Source: an optimization exercise on an open RTL-to-GDS flow (aim: small area). Production flows keep margins and buffers that such runs may drop. The RTL was checked by simulation tests, not by an equivalence proof against the original design. No driver is modelled on the clock port, so clocking that relies on it looks cheaper here than on a real chip. Power is estimated from default activity; no workload was simulated.

==> run D: inputs <==
==> flow/design.v <==
module petra(
	input wire clock,
	input wire reset,
	input wire send_message,
	input wire [8 - 1:0] data_in,
	output reg [8 - 1:0] data_out,
	output reg irq_tx,
	output reg irq_rx,
	input wire signal,
	output reg led
	);
	localparam T_INIT = 3'd0;
	localparam T_WAIT = 3'd1;
	localparam T_ECC  = 3'd2;
	localparam T_TS   = 3'd3;
	localparam T_NORM = 3'd4;
	localparam T_IP1  = 3'd5;
	localparam T_IP   = 3'd6;
	localparam T_ACK  = 3'd7;
	localparam R_INIT = 2'd0;
	localparam R_RECV = 2'd1;
	localparam R_WAIT = 2'd2;
	reg [2:0] tx_state;
	reg [1:0] rx_state;
	reg tx_seq;
	reg rx_seq;
	reg arbiter_ack;
	reg ack_send;       
	reg message_send;   
	reg tx_sent_ack;
	reg rx_ack;         
	reg [1:0] rx_notify_ack;
	reg tx_start_transfer;
	reg [7:0] current_message;
	reg [10:0] current_packet;
	function [3:0] db_next(input [3:0] c);
		db_next = {c[2:0], c[3] ^ c[2] ^ ~(c[2] | c[1] | c[0])};
	endfunction
	reg tm_zero;
	reg [7:0] tm;
	wire tx_timeout = tm_zero & ~tm[0];
	wire timer_reset = reset | (tx_state == T_IP1);
	wire [7:0] tm_next = {tm[6:0], tm[7] ^ tm[5] ^ tm[4] ^ tm[3] ^ ~|tm[6:0]};
	always @(posedge clock)
	begin
		tm <= tm_zero ? 8'd0 : tm_next;
		tm_zero <= ~tm_zero & (tm == 8'b1000_0000);
		if (timer_reset)
		begin
			tm_zero <= 1'b1;
			tm[0] <= 1'b1;
		end
	end
	reg [4:0] enc_pos;
	wire [10:0] enc_mask;
	assign enc_mask[0] = (enc_pos[3:0] == 4'b0000) | (enc_pos[3:0] == 4'b0001) | (enc_pos[3:0] == 4'b0010) | (enc_pos[3:0] == 4'b1000);
	assign enc_mask[1] = (enc_pos[3:0] == 4'b0000) | (enc_pos[3:0] == 4'b0100) | (enc_pos[3:0] == 4'b1001) | (enc_pos[3:0] == 4'b1000);
	assign enc_mask[2] = (enc_pos[3:0] == 4'b0001) | (enc_pos[3:0] == 4'b0100) | (enc_pos[3:0] == 4'b0011) | (enc_pos[3:0] == 4'b1000);
	assign enc_mask[3] = (enc_pos[3:0] == 4'b0000) | (enc_pos[3:0] == 4'b0001) | (enc_pos[3:0] == 4'b0100) | (enc_pos[3:0] == 4'b0110);
	assign enc_mask[4] = (enc_pos[3:0] == 4'b0000) | (enc_pos[3:0] == 4'b1101) | (enc_pos[3:0] == 4'b1010) | (enc_pos[3:0] == 4'b1000);
	assign enc_mask[5] = (enc_pos[3:0] == 4'b0001) | (enc_pos[3:0] == 4'b1101) | (enc_pos[3:0] == 4'b0101) | (enc_pos[3:0] == 4'b1000);
	assign enc_mask[6] = (enc_pos[3:0] == 4'b0000) | (enc_pos[3:0] == 4'b0001) | (enc_pos[3:0] == 4'b1101) | (enc_pos[3:0] == 4'b1011);
	assign enc_mask[7] = (enc_pos[3:0] == 4'b0100) | (enc_pos[3:0] == 4'b1101) | (enc_pos[3:0] == 4'b0111) | (enc_pos[3:0] == 4'b1000);
	assign enc_mask[8] = (enc_pos[3:0] == 4'b0000) | (enc_pos[3:0] == 4'b0100) | (enc_pos[3:0] == 4'b1101) | (enc_pos[3:0] == 4'b1111);
	assign enc_mask[9] = (enc_pos[3:0] == 4'b0001) | (enc_pos[3:0] == 4'b0100) | (enc_pos[3:0] == 4'b1101) | (enc_pos[3:0] == 4'b1110);
	assign enc_mask[10] = (enc_pos[3:0] == 4'b0000) | (enc_pos[3:0] == 4'b0001) | (enc_pos[3:0] == 4'b0100) | (enc_pos[3:0] == 4'b1101) | (enc_pos[3:0] == 4'b1100) | (enc_pos[3:0] == 4'b1000);
	wire enc_bit = ^(current_packet & enc_mask);
	reg [3:0] enc_cnt;
	wire enc_idle = enc_pos[4] & enc_pos[3];
	wire enc_irq = enc_pos[4] & ~enc_pos[3] & enc_pos[0];
	wire enc_match = enc_bit ? (enc_cnt == 4'b1001) : (enc_cnt == 4'b0010);
	always @(posedge clock)
	begin
		led <= 1'b0;
		if (reset)
		begin
			enc_pos[4] <= 1'b1;
			enc_pos[3] <= 1'b1;
		end else if (!tx_start_transfer)
		begin
			enc_pos[4] <= 1'b1;
			enc_pos[3] <= 1'b1;
		end else if (enc_idle)
		begin
			enc_pos <= 5'd0;
			enc_cnt <= 4'd0;
			led <= 1'b1;
		end else if (!enc_pos[4])
		begin
			enc_cnt <= db_next(enc_cnt);
			if (enc_match)
			begin
				led <= 1'b1;
				enc_cnt <= 4'd0;
				enc_pos[3:0] <= db_next(enc_pos[3:0]);
				if (enc_pos[3:0] == 4'b1000)
					enc_pos[4] <= 1'b1;
			end
		end else if (!enc_pos[0])
			enc_pos[0] <= 1'b1;
	end
	reg [15:0] dec_d;       
	reg dec_pv;             
	reg dec_pval;           
	reg dec_zero;           
	reg [3:0] dec_bit;
	reg [2:0] dec_cnt;      
	reg dec_started;
	reg dec_irq;
	reg dec_finished;
	integer i;
	wire dec_abort = dec_started & ~signal & dec_cnt[2] & ~dec_cnt[1];
	wire [15:0] dec_wsel;
	assign dec_wsel[0] = (dec_bit == 4'b0001);
	assign dec_wsel[1] = (dec_bit == 4'b0010);
	assign dec_wsel[2] = (dec_bit == 4'b0100);
	assign dec_wsel[3] = (dec_bit == 4'b1001);
	assign dec_wsel[4] = (dec_bit == 4'b0011);
	assign dec_wsel[5] = (dec_bit == 4'b0110);
	assign dec_wsel[6] = (dec_bit == 4'b1101);
	assign dec_wsel[7] = (dec_bit == 4'b1010);
	assign dec_wsel[8] = (dec_bit == 4'b0101);
	assign dec_wsel[9] = (dec_bit == 4'b1011);
	assign dec_wsel[10] = (dec_bit == 4'b0111);
	assign dec_wsel[11] = (dec_bit == 4'b1111);
	assign dec_wsel[12] = (dec_bit == 4'b1110);
	assign dec_wsel[13] = (dec_bit == 4'b1100);
	assign dec_wsel[14] = (dec_bit == 4'b1000);
	assign dec_wsel[15] = (dec_bit == 4'b0000);
	always @(posedge clock)
	begin
		for (i = 0; i < 16; i = i + 1)
			if (dec_pv & dec_wsel[i])
				dec_d[i] <= dec_pval;
		dec_pv <= dec_started & signal & (dec_cnt != 3'd0);
		dec_pval <= dec_cnt[2];
		dec_zero <= reset | dec_abort | ~dec_finished;
		dec_cnt <= signal ? 3'd0 : {dec_cnt[1:0], ~dec_cnt[2]};
		if (signal & ~dec_started)
			dec_bit <= 4'd0;
		else if (signal & (dec_cnt != 3'd0))
			dec_bit <= db_next(dec_bit);
		if (reset)
		begin
			dec_d[15] <= 1'b0;
			dec_pv <= 1'b0;
			dec_started <= 1'b0;
			dec_irq <= 1'b0;
			dec_finished <= 1'b0;
		end else if (signal)
		begin
			if (!dec_started)
			begin
				dec_started <= 1'b1;
				dec_irq <= 1'b0;
			end else if (dec_bit == 4'b1000)
			begin
				dec_finished <= 1'b1;
				dec_irq <= 1'b1;
				dec_started <= 1'b0;
			end
		end else if (dec_abort)
		begin
			dec_started <= 1'b0;
			dec_irq <= 1'b0;
		end
	end
	wire [15:0] x = {dec_d[14:0], dec_d[15]};
	wire [7:0] xa, xb;
	genvar m;
	generate for (m = 0; m < 8; m = m + 1) begin : g_pair
		assign xa[m] = x[2*m] ^ x[2*m+1];
		assign xb[m] = x[2*m+1];
	end endgenerate
	wire s1 = ((xb[0] ^ xb[1]) ^ (xb[2] ^ xb[3])) ^ ((xb[4] ^ xb[5]) ^ (xb[6] ^ xb[7]));
	wire c67 = xa[6] ^ xa[7];
	wire c23 = xa[2] ^ xa[3];
	wire c45 = xa[4] ^ xa[5];
	wire s4 = c23 ^ c67;
	wire s8 = c45 ^ c67;
	wire s2 = (xa[1] ^ xa[3]) ^ (xa[5] ^ xa[7]);
	wire o2 = (xa[0] ^ xa[1]) ^ (s4 ^ c45);
	wire syn0 = ~(s1 | s2 | s4 | s8);
	wire rx_correct = dec_zero | o2 | syn0;
	wire [3:0] syn_lo = {s2 & s1, s2 & ~s1, ~s2 & s1, ~s2 & ~s1};
	wire [3:0] syn_hi = {s8 & s4, s8 & ~s4, ~s8 & s4, ~s8 & ~s4} & {4{o2}};
	wire [15:0] flip;
	generate for (m = 0; m < 16; m = m + 1) begin : g_flip
		assign flip[m] = syn_hi[m/4] & syn_lo[m%4];
	end endgenerate
	wire [15:0] cx = x ^ flip;
	wire keep = ~dec_zero & (o2 | syn0);
	wire [7:0] received_data = {cx[12], cx[11], cx[10], cx[9], cx[7], cx[6], cx[5], cx[3]} & {8{keep}};
	wire [2:0] received_head = {cx[15], cx[14], cx[13]} & {3{~dec_zero}};
	wire arbiter_message = (tx_state == T_WAIT) | (tx_state == T_NORM) |
	                       (tx_state == T_IP1) | (tx_state == T_IP) |
	                       (((tx_state == T_ECC) | (tx_state == T_TS)) &
	                        (current_packet[9:8] == 2'b00));
	always @(posedge clock)
	begin
		if (reset)
		begin
			ack_send <= 1'b0;
			message_send <= 1'b0;
		end else
		begin
			message_send <= arbiter_message & (message_send | ~arbiter_ack);
			ack_send <= arbiter_ack & ~(message_send & arbiter_message);
		end
	end
	always @(posedge clock)
	begin
		if (reset)
		begin
			tx_state <= T_INIT;
			rx_state <= R_INIT;
			arbiter_ack <= 1'b0;
			tx_seq <= 1'b0;
			rx_seq <= 1'b0;
			rx_notify_ack <= 2'b00;
			irq_tx <= 1'b0;
			irq_rx <= 1'b0;
			tx_start_transfer <= 1'b0;
			data_out <= 8'd0;
		end else
		begin
			case (tx_state)
				T_INIT: begin
					if (ack_send)
					begin
						current_packet <= {rx_seq, rx_ack, ~rx_ack, 8'b0000_0000};
						tx_state <= T_ECC;
					end else if (send_message)
					begin
						current_message <= data_in;
						tx_state <= T_WAIT;
					end
				end
				T_WAIT: begin
					if (message_send)
					begin
						tx_state <= T_ECC;
						current_packet <= {tx_seq, 2'b00, current_message};
					end
				end
				T_ECC: tx_state <= T_TS;
				T_TS: begin
					tx_state <= (current_packet[9:8] == 2'b00) ? T_NORM : T_ACK;
					tx_start_transfer <= 1'b1;
				end
				T_NORM: tx_state <= T_IP1;
				T_IP1, T_IP: begin
					tx_state <= T_IP;
					if (tx_timeout || rx_notify_ack == 2'b10)
					begin
						tx_start_transfer <= 1'b0;
						tx_state <= T_TS;
						rx_notify_ack <= 2'b00;
					end else if (rx_notify_ack == 2'b01)
					begin
						tx_seq <= ~tx_seq;
						tx_state <= T_INIT;
						rx_notify_ack <= 2'b00;
						irq_tx <= 1'b1;
					end
				end
				T_ACK: begin
					if (enc_irq)
					begin
						arbiter_ack <= 1'b0;
						tx_sent_ack <= 1'b1;
						tx_state <= T_INIT;
					end
				end
			endcase
			case (rx_state)
				R_INIT: begin
					if (dec_irq)
						rx_state <= R_RECV;
				end
				R_RECV: begin
					if (rx_correct)
					begin
						if (received_head[1:0] == 2'b00 &&
							received_head[2] == rx_seq)
						begin
							rx_ack <= 1'b0;
							tx_sent_ack <= 1'b0;
							rx_state <= R_WAIT;
							arbiter_ack <= 1'b1;
						end else if (received_head[1:0] == 2'b00)
						begin
							rx_ack <= 1'b1;
							rx_state <= R_INIT;
							arbiter_ack <= 1'b1;
						end else if (received_head[1:0] != 2'b11)
						begin
							rx_notify_ack <= received_head[1:0];
							rx_state <= R_INIT;
						end
					end else
					begin
						arbiter_ack <= 1'b1;
						rx_ack <= 1'b1;
						rx_state <= R_INIT;
					end
				end
				default: begin
					if (tx_sent_ack)
					begin
						data_out <= received_data;
						irq_rx <= 1'b1;
						rx_state <= R_INIT;
						rx_seq <= ~rx_seq;
					end
				end
			endcase
		end
	end
endmodule
==> flow/flow/run.sh <==
#!/bin/bash
# Layout: the standard flow (standard.sh) with
#  - the standard synthesis, but an area-oriented ABC script for the logic
#  - small port buffers
#  - a clock tree without dummy loads, its buffers then shrunk as far as
#    the flip-flop clock pin slew allows (flow/post_cts.tcl)
set -euo pipefail
export FLOW_WORK=$(pwd)
export AREA_ABC_SCRIPT=$FLOW_WORK/flow/area.abc
export POST_CTS_TCL=$FLOW_WORK/flow/post_cts.tcl
bash standard.sh \
  SYNTH_SCRIPT=$FLOW_WORK/flow/synth.tcl \
  "BUFFER_PORTS_ARGS=-buffer_cell sky130_fd_sc_hd__buf_1" \
  "CTS_ARGS=-sink_clustering_enable -repair_clock_nets -dont_use_dummy_load -buf_list sky130_fd_sc_hd__clkbuf_8" \
  finish > flow_make.log 2>&1
==> flow/flow/area.abc <==
strash
&get -n
&deepsyn -T 90
&put
dch -f
amap
topo
==> flow/flow/post_cts.tcl <==
# Shrink each clock tree buffer to the smallest clock buffer that keeps
# every flip-flop clock pin's slew under a target, checked on placement
# parasitics. Leaves are tried first, then the root.
proc clk_max_sink_slew {} {
  set worst 0
  foreach pin [get_pins -hierarchical */CLK] {
    set s [get_property $pin slew_max]
    if {$s > $worst} { set worst $s }
  }
  return $worst
}
set target 0.118
set sizes {sky130_fd_sc_hd__clkbuf_1 sky130_fd_sc_hd__clkbuf_2 sky130_fd_sc_hd__clkbuf_4 sky130_fd_sc_hd__clkbuf_8 sky130_fd_sc_hd__clkbuf_16}
estimate_parasitics -placement
set bufs {}
foreach inst [get_cells -hierarchical clkbuf_*] {
  # leaves (driving flip-flops) before the root
  if {[string match "clkbuf_0_*" [get_name $inst]]} { lappend bufs [list 1 $inst] } else { lappend bufs [list 0 $inst] }
}
foreach item [lsort -index 0 $bufs] {
  set inst [lindex $item 1]
  set name [get_name $inst]
  set orig [get_name [get_lib_cells -of_objects $inst]]
  foreach m $sizes {
    if {$m eq $orig} { break }
    replace_cell $name $m
    estimate_parasitics -placement
    if {[clk_max_sink_slew] <= $target} {
      puts "post_cts: $name $orig -> $m"
      break
    }
    replace_cell $name $orig
    estimate_parasitics -placement
  }
}
puts "post_cts: worst clock pin slew [clk_max_sink_slew]"
==> flow/flow/synth.tcl <==
# The standard flow's own synthesis script (synth_recipe.tcl), with only the ABC
# script of the combinational mapping replaced by an area-oriented one
proc abc {args} {
  set i [lsearch -exact $args -script]
  if { $i >= 0 } { lset args [expr {$i + 1}] $::env(AREA_ABC_SCRIPT) }
  yosys abc {*}$args
}
source $::env(FLOW_WORK)/synth_recipe.tcl
==> flow/standard.sh <==
#!/bin/bash
# synth_recipe.tcl (not shown) runs the flow's synth.tcl, then flattens the netlist and writes it again
# the make line also repeats each setting of config.mk as NAME=value (left out here)
make -C /OpenROAD-flow-scripts/flow DESIGN_CONFIG=/design/flow/config.mk WORK_HOME=/design/flow/orfs CLKGATE_MAP_FILE= SYNTH_SCRIPT=/design/flow/synth_recipe.tcl "${@:-finish}"
==> flow/config.mk <==
export PLATFORM = sky130hd
export DESIGN_NAME = petra
export DESIGN_NICKNAME = petra
export VERILOG_FILES = /design/flow/design.v
export SDC_FILE = /design/flow/constraint.sdc
export NUM_CORES = 4
export LEC_CHECK = 0
export CAP_MARGIN = 20
export CORE_MARGIN = 2
export CORE_UTILIZATION = 40
export SLEW_MARGIN = 20
==> flow/constraint.sdc <==
create_clock -name core_clock -period 10.0 [get_ports {clock}]
set_input_delay 2.0000 -clock core_clock [delete_from_list [all_inputs] [get_ports {clock}]]
set_output_delay 2.0000 -clock core_clock [all_outputs]
set_load 0.01 [all_outputs]
==> run Z (differences from run D) <==
--- a/flow/design.v
+++ b/flow/design.v
@@ -73,9 +73,5 @@
 	begin
 		led <= 1'b0;
-		if (reset)
-		begin
-			enc_pos[4] <= 1'b1;
-			enc_pos[3] <= 1'b1;
-		end else if (!tx_start_transfer)
+		if (!tx_start_transfer)
 		begin
 			enc_pos[4] <= 1'b1;
@@ -99,4 +95,6 @@
 		end else if (!enc_pos[0])
 			enc_pos[0] <= 1'b1;
+		if (reset)
+			led <= 1'b0;
 	end
 	reg [15:0] dec_d;       
@@ -232,8 +230,6 @@
 						tx_state <= T_ECC;
 					end else if (send_message)
-					begin
-						current_message <= data_in;
 						tx_state <= T_WAIT;
-					end
+					current_message <= data_in;
 				end
 				T_WAIT: begin
==> flow/flow/run.sh (replaced) <==
#!/bin/bash
# Layout: the standard flow (standard.sh) with
#  - the standard synthesis, but the logic mapped by the smallest of
#    several area-oriented ABC scripts (flow/synth.tcl, flow/abc/), and
#    with no half/full adder cells extracted before ABC (ADDER_MAP_FILE
#    empty), so ABC maps all of the logic
#  - small port buffers
#  - a clock tree without dummy loads, its buffers then shrunk as far as
#    the flip-flop clock pin slew allows (flow/post_cts.tcl)
set -euo pipefail
export FLOW_WORK=$(pwd)
export POST_CTS_TCL=$FLOW_WORK/flow/post_cts.tcl
bash standard.sh \
  SYNTH_SCRIPT=$FLOW_WORK/flow/synth.tcl \
  ADDER_MAP_FILE= \
  "BUFFER_PORTS_ARGS=-buffer_cell sky130_fd_sc_hd__buf_1" \
  "CTS_ARGS=-sink_clustering_enable -repair_clock_nets -dont_use_dummy_load -buf_list sky130_fd_sc_hd__clkbuf_8" \
  finish > flow_make.log 2>&1
==> flow/flow/abc/area01.abc (new file) <==
strash
&get -n
&deepsyn -T 60 -S 1
&put
dch -f
amap
topo
==> flow/flow/abc/area02.abc (new file) <==
strash
&get -n
&deepsyn -T 60 -S 2
&put
dch -f
amap
topo
==> flow/flow/abc/area03.abc (new file) <==
strash
&get -n
&deepsyn -T 60 -S 3
&put
dch -f
amap
topo
==> flow/flow/abc/area04.abc (new file) <==
strash
&get -n
&deepsyn -T 60 -S 4
&put
dch -f
amap
topo
==> flow/flow/abc/area05.abc (new file) <==
strash
&get -n
&deepsyn -T 60 -S 5
&put
dch -f
amap
topo
==> flow/flow/abc/area06.abc (new file) <==
strash
&get -n
&deepsyn -T 60 -S 6
&put
dch -f
amap
topo
==> flow/flow/abc/area07.abc (new file) <==
strash
&get -n
&deepsyn -T 60 -S 7
&put
dch -f
amap
topo
==> flow/flow/abc/area08.abc (new file) <==
strash
&get -n
&deepsyn -T 60 -S 8
&put
dch -f
amap
topo
==> flow/flow/abc/area09.abc (new file) <==
strash
&get -n
&deepsyn -T 60 -S 9
&put
dch -f
amap
topo
==> flow/flow/abc/area10.abc (new file) <==
strash
&get -n
&deepsyn -T 60 -S 10
&put
dch -f
amap
topo
==> flow/flow/abc/area11.abc (new file) <==
strash
&get -n
&deepsyn -T 60 -S 11
&put
dch -f
amap
topo
==> flow/flow/abc/area12.abc (new file) <==
strash
&get -n
&deepsyn -T 60 -S 12
&put
dch -f
amap
topo
==> flow/flow/abc/area99.abc (new file) <==
strash
dch -f
amap
topo
==> flow/flow/synth.tcl (replaced) <==
# The standard flow's own synthesis script (synth_recipe.tcl), with only the ABC
# mapping of the combinational logic changed: every area-oriented ABC
# script in flow/abc/ is run on the same design and the smallest result
# (by liberty cell area) is kept.
proc abc {args} {
  set i [lsearch -exact $args -script]
  set j [lsearch -exact $args -liberty]
  set lib [lindex $args [expr {$j + 1}]]
  yosys design -save pre_abc
  set best 1e30
  foreach s [lsort [glob $::env(FLOW_WORK)/flow/abc/area*.abc]] {
    yosys design -load pre_abc
    lset args [expr {$i + 1}] $s
    yosys abc {*}$args
    yosys tee -q -o $::env(RESULTS_DIR)/abc_area.txt stat -liberty $lib
    set f [open $::env(RESULTS_DIR)/abc_area.txt]
    set t [read $f]
    close $f
    regexp {Chip area for module[^:]*:\s*([0-9.]+)} $t -> a
    puts "area abc: [file tail $s] $a"
    if {$a < $best} {
      set best $a
      yosys design -save best_abc
    }
  }
  yosys design -load best_abc
}
source $::env(FLOW_WORK)/synth_recipe.tcl
removed: flow/flow/area.abc
==> notes.md <==
In run D the cell area is higher than in run Z, by about 3%.
Against run Z, the utilization of run D is lower by 0.69 points.
Against run Z, the synthesized cell count of run D is higher by about 3%.
In run D the setup slack is lower than in run Z, by 0.60 ns.
Against run D, the sequential power of run Z is larger by about 2%.
In run Z the total power is higher than in run D, by about 2.6%.
Cell count: run D is larger than run Z (about 2.4%).
Between run D and run Z, the lower non-clock buffer count is in run D (gap 1).
Global-route usage is about the same in run Z and run D.
==> figures <==
Outcome: run D timing/DRC/antenna clean; run Z timing/DRC/antenna clean
Switching fraction of total power: run D 27.3%; run Z 28.6%
Routed length on met3: run D 312 um; run Z 300 um
Die width: run D 106 um; run Z 105 um
Combinational Power Share: run D 15.3%; run Z 16.3%
GR Util All Layers: run D 15.5%; run Z 15.5%
Effective utilization at floorplan: run D 40.9%; run Z 41.4%
Worst hold slack: run D 0.395 ns; run Z 0.377 ns
Vias in the first global route: run D 3092; run Z 3024
Via density per instance: run D 5.06; run Z 5.02
Insertion delay to the later sink of the worst-skew pair: run D 0.55 ns; run Z 0.37 ns
Clk tree area frac: run D 2.12%; run Z 2.10%
Number of rows in the core area: run D 37; run Z 36
Wire length on met1: run D 3630 um; run Z 3640 um
Length in cells of the worst reg-to-reg path: run D 21; run Z 14
Top achievable clock speed: run D 0.243 GHz; run Z 0.285 GHz
Cell count after synthesis: run D 483; run Z 469
Sequential group share of total power: run D 61.6%; run Z 61.2%
Average footprint of a synthesized cell: run D 8.67 um^2; run Z 8.62 um^2
Y dimension of the die: run D 106 um; run Z 105 um

==> separate check: timing with driven ports <==
The flow's constraints put no driver on any port. The routed layouts listed below were extracted and timed again, unchanged, in two steps. Step 1 (the two cells are an assumption about what drives the block):
set clk [get_ports {clock}]
set_driving_cell -lib_cell sky130_fd_sc_hd__clkbuf_16 $clk
set_driving_cell -lib_cell sky130_fd_sc_hd__buf_2 [delete_from_list [all_inputs] $clk]
Step 2, shift: input delay + t, output delay - t, t = (earliest + latest rising clock arrival at the registers) / 2. This alone moves slack from input paths to output paths. Slacks: ideal / step 1 / step 2; pairs: ideal / step 1.
run | t (ns) | setup slack, ns | worst setup path at the end | slew at the worst register clock pin (ns)
run D | 0.556 | 5.889 / 5.889 / 5.889 | register to register | 0.12 / 0.12
run Z | 0.387 | 6.490 / 6.490 / 6.474 | input to register | 0.11 / 0.11
After both steps setup and hold are still met in every run listed. The setup slack of run Z, which loses most, moves by 0.000 ns with the drivers and by -0.016 ns with both steps.
